What follows belongs to an exercise in optimizing a design on an open flow for small area; a production flow would make more cautious choices. At most, simulation tests tie the RTL to the original design; equivalence was not proved.

==> inputs of zinc <==
==> flow/design.v (excerpt) <==
module tx_top #(
    parameter int FIFO_DEPTH      = 8,
    parameter int DESC_DEPTH      = 4,
    parameter int NUM_QUEUES      = 4,
    parameter int MAX_BURST_BEATS = 256,
    parameter int QID_W           = (NUM_QUEUES > 1) ? $clog2(NUM_QUEUES) : 1
) (
    input logic clk,
    input logic rst,
    input  logic [255:0]     s_axis_dma_tdata_i,
    input  logic [31:0]      s_axis_dma_tkeep_i,
    input  logic             s_axis_dma_tvalid_i,
    input  logic             s_axis_dma_tlast_i,
    input  logic [QID_W-1:0] s_axis_dma_tdest_i,
    output logic             s_axis_dma_tready_o,
    output logic [63:0] raw_data_o,
    output logic        raw_valid_o,
    output logic        raw_ready_o,
    output logic [63:0] pcs_data_o,
    output logic [1:0]  pcs_control_o,
    output logic        pcs_valid_o
);
==> module crc_inserter, before the edit <==
module crc_inserter (
    input  logic        clk,
    input  logic        rst,
    input  logic [63:0] data_i,
    input  logic [2:0]  cnt_i,      
    input  logic        valid_i,
    input  logic        last_i,
    input  logic        ready_i,
    output logic        ready_o,
    output logic [63:0] data_o,
    output logic        valid_o,
    output logic        last_o      
);
  localparam logic [31:0] CRC32_POLY = 32'h04C11DB7;
  function automatic logic [31:0] crc32_byte(input logic [31:0] crc_in, input logic [7:0] byte_in);
    logic [31:0] crc;
    logic        fb;
    crc = crc_in;
    for (int i = 0; i < 8; i++) begin
      fb  = crc[31] ^ byte_in[7-i];
      crc = {crc[30:0], 1'b0} ^ (fb ? CRC32_POLY : 32'h0);
    end
    crc32_byte = crc;
  endfunction
  logic        stream_q, tail_q;
  logic [31:0] crc_q;
  logic [31:0] crc_next;
  logic        output_ready;
  logic        take;
  assign output_ready = ready_i || !valid_o;
  assign ready_o      = output_ready && !tail_q;
  assign take         = valid_i && output_ready && !tail_q;
  logic [31:0] ck [9];
  always_comb begin
    ck[0] = stream_q ? crc_q : 32'hFFFFFFFF;
    for (int b = 0; b < 8; b++) ck[b+1] = crc32_byte(ck[b], data_i[b*8 +: 8]);
    crc_next = ck[8];
    if (last_i)
      for (int b = 0; b < 7; b++)
        if (cnt_i == 3'(b)) crc_next = ck[b+1];
  end
  logic [63:0] ins;
  always_comb begin
    ins = '0;
    for (int b = 1; b < 8; b++)
      for (int s = 0; s < 4; s++)
        if (b - 1 - s >= 0 && b - 1 - s < 8)
          if (cnt_i == 3'(b - 1 - s)) ins[b*8 +: 8] = crc_next[31 - 8*s -: 8];
  end
  always_ff @(posedge clk) begin
    if (rst) begin
      stream_q <= 1'b0;
      tail_q   <= 1'b0;
      valid_o  <= 1'b0;
    end else if (output_ready) begin
      valid_o  <= take || tail_q;
      if (tail_q) begin
        tail_q <= 1'b0;
      end else if (take && stream_q && last_i) begin
        stream_q <= 1'b0;
        tail_q   <= 1'b1;
      end else if (take) begin
        stream_q <= 1'b1;
      end
    end
  end
  always_ff @(posedge clk) begin
    if (output_ready) begin
      last_o <= tail_q;
      if (take) crc_q <= crc_next;
      if (tail_q)
        data_o <= {32'h0, crc_q[7:0], crc_q[15:8], crc_q[23:16], crc_q[31:24]};
      else if (stream_q && last_i)
        data_o <= data_i | ins;
      else
        data_o <= data_i;
    end
  end
endmodule
==> flow/config.mk <==
export PLATFORM = sky130hd
export DESIGN_NAME = tx_top
export DESIGN_NICKNAME = tx_top
export VERILOG_FILES = /design/flow/design.v
export SDC_FILE = /design/flow/constraint.sdc
export NUM_CORES = 4
export LEC_CHECK = 0
export ABC_CLOCK_PERIOD_IN_PS = 10000
export CAP_MARGIN = 20
export CORE_MARGIN = 2
export CORE_UTILIZATION = 60
export PLACE_DENSITY = 0.7
export SLEW_MARGIN = 20
==> flow/constraint.sdc <==
create_clock -name core_clock -period 15.0 [get_ports {clk}]
set_input_delay 3.0000 -clock core_clock [delete_from_list [all_inputs] [get_ports {clk}]]
set_output_delay 3.0000 -clock core_clock [all_outputs]
set_load 0.01 [all_outputs]
standard.sh (not shown) runs the stock make flow with config.mk's settings and CLKGATE_MAP_FILE= SYNTH_SCRIPT=/design/flow/synth_recipe.tcl, a recipe that flattens the netlist after the stock synthesis.
==> flow/flow/run.sh <==
#!/bin/bash
set -euo pipefail
cd "$(dirname "$0")/.."
export BUFFER_PORTS_ARGS="-buffer_cell sky130_fd_sc_hd__buf_1"
export CTS_ARGS="-sink_clustering_enable -repair_clock_nets -buf_list sky130_fd_sc_hd__clkbuf_8 -root_buf sky130_fd_sc_hd__clkbuf_16 -sink_clustering_size 20 -dont_use_dummy_load"
export RECOVER_POWER=100
bash standard.sh > flow.log 2>&1
==> inputs of raven, as changes to zinc <==
--- a/flow/design.v
+++ b/flow/design.v
@@ -226,6 +226,8 @@
   assign take         = valid_i && output_ready && !tail_q;
-  logic [31:0] ck [9];
+  logic [31:0] ck [9];    
+  assign ck[0] = stream_q ? crc_q : 32'hFFFFFFFF;
+  for (genvar g = 0; g < 8; g++) begin : g_step
+    crc_byte_step u_step (.c(ck[g]), .b(data_i[g*8 +: 8]), .o(ck[g+1]));
+  end
   always_comb begin
-    ck[0] = stream_q ? crc_q : 32'hFFFFFFFF;
-    for (int b = 0; b < 8; b++) ck[b+1] = crc32_byte(ck[b], data_i[b*8 +: 8]);
     crc_next = ck[8];
@@ -273,2 +275,59 @@
 endmodule
+module crc_byte_step(input logic [31:0] c, input logic [7:0] b, output logic [31:0] o);
+  logic [7:0] y;
+  logic [23:8] t;
+  logic [31:0] tv;
+always_comb begin
+  y = c[31:24] ^ b;
+  t[8] = y[0] ^ y[6];
+  t[9] = y[1] ^ y[7];
+  t[10] = y[2] ^ y[3];
+  t[11] = y[4] ^ y[5];
+  t[12] = t[8] ^ t[9];
+  t[13] = y[2] ^ y[6];
+  t[14] = y[5] ^ t[10];
+  t[15] = y[3] ^ y[4];
+  t[16] = y[3] ^ y[7];
+  t[17] = y[4] ^ t[10];
+  t[18] = t[9] ^ t[11];
+  t[19] = y[0] ^ t[14];
+  t[20] = y[0] ^ y[1];
+  t[21] = t[15] ^ t[20];
+  t[22] = y[1] ^ y[2];
+  t[23] = t[11] ^ t[22];
+  tv[0] = t[8];
+  tv[1] = t[12];
+  tv[2] = y[2] ^ t[12];
+  tv[3] = t[9] ^ t[10];
+  tv[4] = t[8] ^ t[17];
+  tv[5] = y[3] ^ t[11] ^ t[12];
+  tv[6] = t[13] ^ t[18];
+  tv[7] = y[7] ^ t[19];
+  tv[8] = t[21];
+  tv[9] = t[23];
+  tv[10] = t[19];
+  tv[11] = t[21];
+  tv[12] = t[8] ^ t[23];
+  tv[13] = y[6] ^ t[9] ^ t[14];
+  tv[14] = y[6] ^ y[7] ^ t[17];
+  tv[15] = t[11] ^ t[16];
+  tv[16] = y[0] ^ t[11];
+  tv[17] = y[1] ^ y[5] ^ y[6];
+  tv[18] = y[7] ^ t[13];
+  tv[19] = t[16];
+  tv[20] = y[4];
+  tv[21] = y[5];
+  tv[22] = y[0];
+  tv[23] = y[1] ^ t[8];
+  tv[24] = y[2] ^ t[9];
+  tv[25] = t[10];
+  tv[26] = t[8] ^ t[15];
+  tv[27] = t[18];
+  tv[28] = y[5] ^ t[13];
+  tv[29] = y[6] ^ t[16];
+  tv[30] = y[4] ^ y[7];
+  tv[31] = y[5];
+end
+assign o = {c[23:0], 8'h00} ^ tv;
+endmodule
 import pcs_pkg::*;
==> flow/flow/run.sh (replaced) <==
#!/bin/bash
# Layout with a custom technology mapping of the logic, then the standard ORFS steps.
#  3. The final DEF, as standard.sh writes it.
# Each tool's full log: orfs_ref/logs and orfs/logs (ORFS), ref_synth.log and flow.log here.
set -euo pipefail
W="$(cd "$(dirname "$0")/.." && pwd)"
cd "$W"
sed -e "s#WORK_HOME=[^ ]*#WORK_HOME=$W/orfs_ref#" -e '/^if \[\[/,$d' standard.sh > std_ref.sh
bash std_ref.sh synth > ref_synth.log 2>&1
export MY_FLOW_DIR="$W/flow"
export REF_NETLIST="$W/orfs_ref/results/sky130hd/tx_top/base/1_2_yosys.v"
sed -e "s#SYNTH_SCRIPT=[^ ]*#SYNTH_SCRIPT=$W/flow/my_synth.tcl#" standard.sh > std_mine.sh
export BUFFER_PORTS_ARGS="-buffer_cell sky130_fd_sc_hd__buf_1"
export CTS_ARGS="-sink_clustering_enable -repair_clock_nets -buf_list sky130_fd_sc_hd__clkbuf_16 -sink_clustering_size 22 -sink_clustering_max_diameter 180 -dont_use_dummy_load"
bash std_mine.sh > flow.log 2>&1
==> flow/flow/area_nf.script (new file) <==
&get -n
&st
&dch -f
&nf -R 1000 -p
&put
==> flow/flow/my_synth.tcl (new file) <==
# synth_recipe.tcl (the standard synthesis) with one change: ABC maps the logic with
# area_nf.script (full choices + the &nf mapper with relaxed delay and pin permutation)
# instead of ORFS's script.
# Registers are mapped before ABC, so they and their names are the standard synthesis's;
# rename_regs.py then gives the few registers yosys leaves unnamed the standard's names.
set my_dir $::env(MY_FLOW_DIR)
proc synth {args} { yosys synth -nofsm -noshare {*}$args }
proc abc {args} {
  global my_dir
  set i [lsearch -exact $args -script]
  if {$i >= 0} { lset args [expr {$i + 1}] $my_dir/area_nf.script }
  yosys abc {*}$args
}
source $::env(SCRIPTS_DIR)/synth.tcl
# left out here: clear keep_hierarchy, flatten, clean up, hide names made inside functions, write 1_2_yosys.v
exec python3 $my_dir/rename_regs.py $::env(REF_NETLIST) $::env(RESULTS_DIR)/1_2_yosys.v >@ stdout 2>@ stderr
==> flow/flow/rename_regs.py (new file) <==
#!/usr/bin/env python3
"""Give the registers yosys leaves unnamed (instance names _N_) the names the standard synthesis
gave them, pairing each by the net on its Q pin. Any other identifier already using such a name
is renamed first. Usage: rename_regs.py REFERENCE_NETLIST NETLIST (NETLIST is rewritten)."""
import re, sys

ref_text = open(sys.argv[1]).read()
text = open(sys.argv[2]).read()
INST = re.compile(r"(sky130_fd_sc_hd__\w+)\s+(\\\S+|[\w$]+)\s*\((.*?)\);", re.S)
AUTO = re.compile(r"^_\d+_$")

def regs(t):
    out = {}
    for m in INST.finditer(t):
        cell, name, body = m.group(1), m.group(2), m.group(3)
        if not re.search(r"__e?dfx|__df|__sdf|__dl", cell):
            continue
        q = re.search(r"\.Q\(\s*([^)]*?)\s*\)", body)
        out[name] = (cell, q.group(1) if q else None)
    return out

ref, mine = regs(ref_text), regs(text)
ref_auto = {q: n for n, (c, q) in ref.items() if AUTO.match(n)}
mine_auto = {q: n for n, (c, q) in mine.items() if AUTO.match(n)}
if sorted(n for n in ref if not AUTO.match(n)) != sorted(n for n in mine if not AUTO.match(n)):
    sys.exit("rename_regs: named registers differ from the standard synthesis")
if set(ref_auto) != set(mine_auto) or any(q is None or AUTO.match(q) for q in ref_auto):
    sys.exit("rename_regs: unnamed registers cannot be paired by their Q nets")

def tok(name):
    return re.compile(r"(?<![\w$\\.])" + re.escape(name) + r"(?![\w$])")

# free the target names, then rename the registers
for q, target in ref_auto.items():
    if mine_auto[q] != target and tok(target).search(text):
        text = tok(target).sub(target[:-1] + "r_", text)
for q, target in ref_auto.items():
    cur = mine_auto[q]
    if cur == target:
        continue
    text = re.sub(r"(sky130_fd_sc_hd__\w+\s+)" + re.escape(cur) + r"(\s*\()", r"\g<1>" + target + r"\g<2>", text, count=1)
open(sys.argv[2], "w").write(text)
print(f"rename_regs: {len(ref_auto)} unnamed register(s) given the standard names")
Settings changed: CORE_UTILIZATION 60 to 66, PLACE_DENSITY 0.7 to 0.76.
==> inputs of amber, as changes to zinc <==
--- a/flow/design.v
+++ b/flow/design.v
@@ -226,6 +226,8 @@
   assign take         = valid_i && output_ready && !tail_q;
-  logic [31:0] ck [9];
+  logic [31:0] ck [9];    
+  assign ck[0] = stream_q ? crc_q : 32'hFFFFFFFF;
+  for (genvar g = 0; g < 8; g++) begin : g_step
+    crc_byte_step u_step (.c(ck[g]), .b(data_i[g*8 +: 8]), .o(ck[g+1]));
+  end
   always_comb begin
-    ck[0] = stream_q ? crc_q : 32'hFFFFFFFF;
-    for (int b = 0; b < 8; b++) ck[b+1] = crc32_byte(ck[b], data_i[b*8 +: 8]);
     crc_next = ck[8];
@@ -273,2 +275,59 @@
 endmodule
+module crc_byte_step(input logic [31:0] c, input logic [7:0] b, output logic [31:0] o);
+  logic [7:0] y;
+  logic [23:8] t;
+  logic [31:0] tv;
+always_comb begin
+  y = c[31:24] ^ b;
+  t[8] = y[0] ^ y[6];
+  t[9] = y[1] ^ y[7];
+  t[10] = y[2] ^ y[3];
+  t[11] = y[4] ^ y[5];
+  t[12] = t[8] ^ t[9];
+  t[13] = y[2] ^ y[6];
+  t[14] = y[5] ^ t[10];
+  t[15] = y[3] ^ y[4];
+  t[16] = y[3] ^ y[7];
+  t[17] = y[4] ^ t[10];
+  t[18] = t[9] ^ t[11];
+  t[19] = y[0] ^ t[14];
+  t[20] = y[0] ^ y[1];
+  t[21] = t[15] ^ t[20];
+  t[22] = y[1] ^ y[2];
+  t[23] = t[11] ^ t[22];
+  tv[0] = t[8];
+  tv[1] = t[12];
+  tv[2] = y[2] ^ t[12];
+  tv[3] = t[9] ^ t[10];
+  tv[4] = t[8] ^ t[17];
+  tv[5] = y[3] ^ t[11] ^ t[12];
+  tv[6] = t[13] ^ t[18];
+  tv[7] = y[7] ^ t[19];
+  tv[8] = t[21];
+  tv[9] = t[23];
+  tv[10] = t[19];
+  tv[11] = t[21];
+  tv[12] = t[8] ^ t[23];
+  tv[13] = y[6] ^ t[9] ^ t[14];
+  tv[14] = y[6] ^ y[7] ^ t[17];
+  tv[15] = t[11] ^ t[16];
+  tv[16] = y[0] ^ t[11];
+  tv[17] = y[1] ^ y[5] ^ y[6];
+  tv[18] = y[7] ^ t[13];
+  tv[19] = t[16];
+  tv[20] = y[4];
+  tv[21] = y[5];
+  tv[22] = y[0];
+  tv[23] = y[1] ^ t[8];
+  tv[24] = y[2] ^ t[9];
+  tv[25] = t[10];
+  tv[26] = t[8] ^ t[15];
+  tv[27] = t[18];
+  tv[28] = y[5] ^ t[13];
+  tv[29] = y[6] ^ t[16];
+  tv[30] = y[4] ^ y[7];
+  tv[31] = y[5];
+end
+assign o = {c[23:0], 8'h00} ^ tv;
+endmodule
 import pcs_pkg::*;
==> flow/flow/run.sh (replaced) <==
#!/bin/bash

# Each tool writes its full log under orfs/logs/; make's own output goes to flow.log here.
set -euo pipefail
cd "$(dirname "$0")/.."
export BUFFER_PORTS_ARGS="-buffer_cell sky130_fd_sc_hd__buf_1"
export CTS_ARGS="-sink_clustering_enable -repair_clock_nets -buf_list sky130_fd_sc_hd__clkbuf_16 -sink_clustering_size 22 -sink_clustering_max_diameter 180 -dont_use_dummy_load"
bash standard.sh > flow.log 2>&1
Settings changed: ABC_AREA set to 1, CORE_UTILIZATION 60 to 68, PLACE_DENSITY 0.7 to 0.76.
==> comparison <==
- zinc reached the layout checks and failed them: capacitance limit, slew limit. amber produced a clean layout. raven produced a clean layout.
- In sequential cell count, amber and raven do not differ.
- Cell area, highest first: zinc, amber, raven.
- In amber the clock skew is lower than in zinc, by 0.045 ns.
- The lowest synthesized area belongs to raven, the highest to zinc.
- Non-clock buffer count, lowest first: amber, zinc, raven.
- The highest via count belongs to amber, the lowest to raven.
==> figures <==
Outcome: raven timing/DRC/antenna clean; amber timing/DRC/antenna clean; zinc failed layout checks
Violated checks: raven -; amber -; zinc capacitance limit, slew limit
Achievable Freq: raven 0.0705 GHz; amber 0.0744 GHz; zinc 0.0762 GHz
Critical Path Sink: raven u_crc_inserter.data_o[18]$_DFFE_PN_; amber u_crc_inserter.data_o[34]$_SDFFCE_PP0N_; zinc u_crc_inserter.data_o[53]$_SDFFCE_PP0N_
Bufs w/o clock: raven 731; amber 583; zinc 584
Area fraction of clock buffers and clock inverters: raven 2.96%; amber 2.89%; zinc 4.90%
Combined area of the multi-input logic cells: raven 29300 um^2; amber 31900 um^2; zinc 35300 um^2
Crit path largest cell delay: raven 0.84 ns; amber 0.73 ns; zinc 1.10 ns
CTS max path bufs: raven 3; amber 3; zinc 4
Ratio of layout area to synthesized area: raven 1.099x; amber 1.068x; zinc 1.090x
Drt wl/cell: raven 30.0 um; amber 30.5 um; zinc 33.4 um
GP Congestion: raven 1.04; amber 1.04; zinc 1.00
Number of placed cells counting well taps: raven 10200; amber 11400; zinc 10500
Post-synthesis share of cell area spent on full adders, half adders and majority gates: raven 0.444%; amber 0.422%; zinc 0.414%
Part of the cycle the worst path needs: raven 94.5%; amber 89.6%; zinc 87.5%
Instance area after placement: raven 121000 um^2; amber 124000 um^2; zinc 127000 um^2
The RTL of zinc was laid out without a check of its function.

==> port drivers added, routing unchanged <==
In the flow no input, the clock included, has a driving cell. The finished layouts below were timed again as built, in two steps.
Step 1, drivers: a clkbuf_16 drives clk and a buf_2 each remaining input, both assumed.
Step 2 moves the port delays by t, midway between the first and last clock arrival at a register: inputs arrive t later, outputs are due t later. That takes back most of the time a late clock gives input paths.
Three values: ideal ports, drivers, drivers and shift; two values: the first two.
run | t, ns | setup slack, ns | latest minus earliest clock arrival (ns) | worst slew at a driven data input, ns
zinc | 0.972 | 1.874 / 1.874 / 1.089 | 0.127 / 0.128 | 0.19
raven | 0.907 | 0.820 / 0.820 / 0.820 | 0.076 / 0.075 | 0.12
amber | 0.899 | 1.566 / 1.566 / 1.566 | 0.081 / 0.081 | 0.25
For zinc, which loses most, drivers alone change the setup slack by 0.000 ns; drivers and shift together by -0.785 ns.
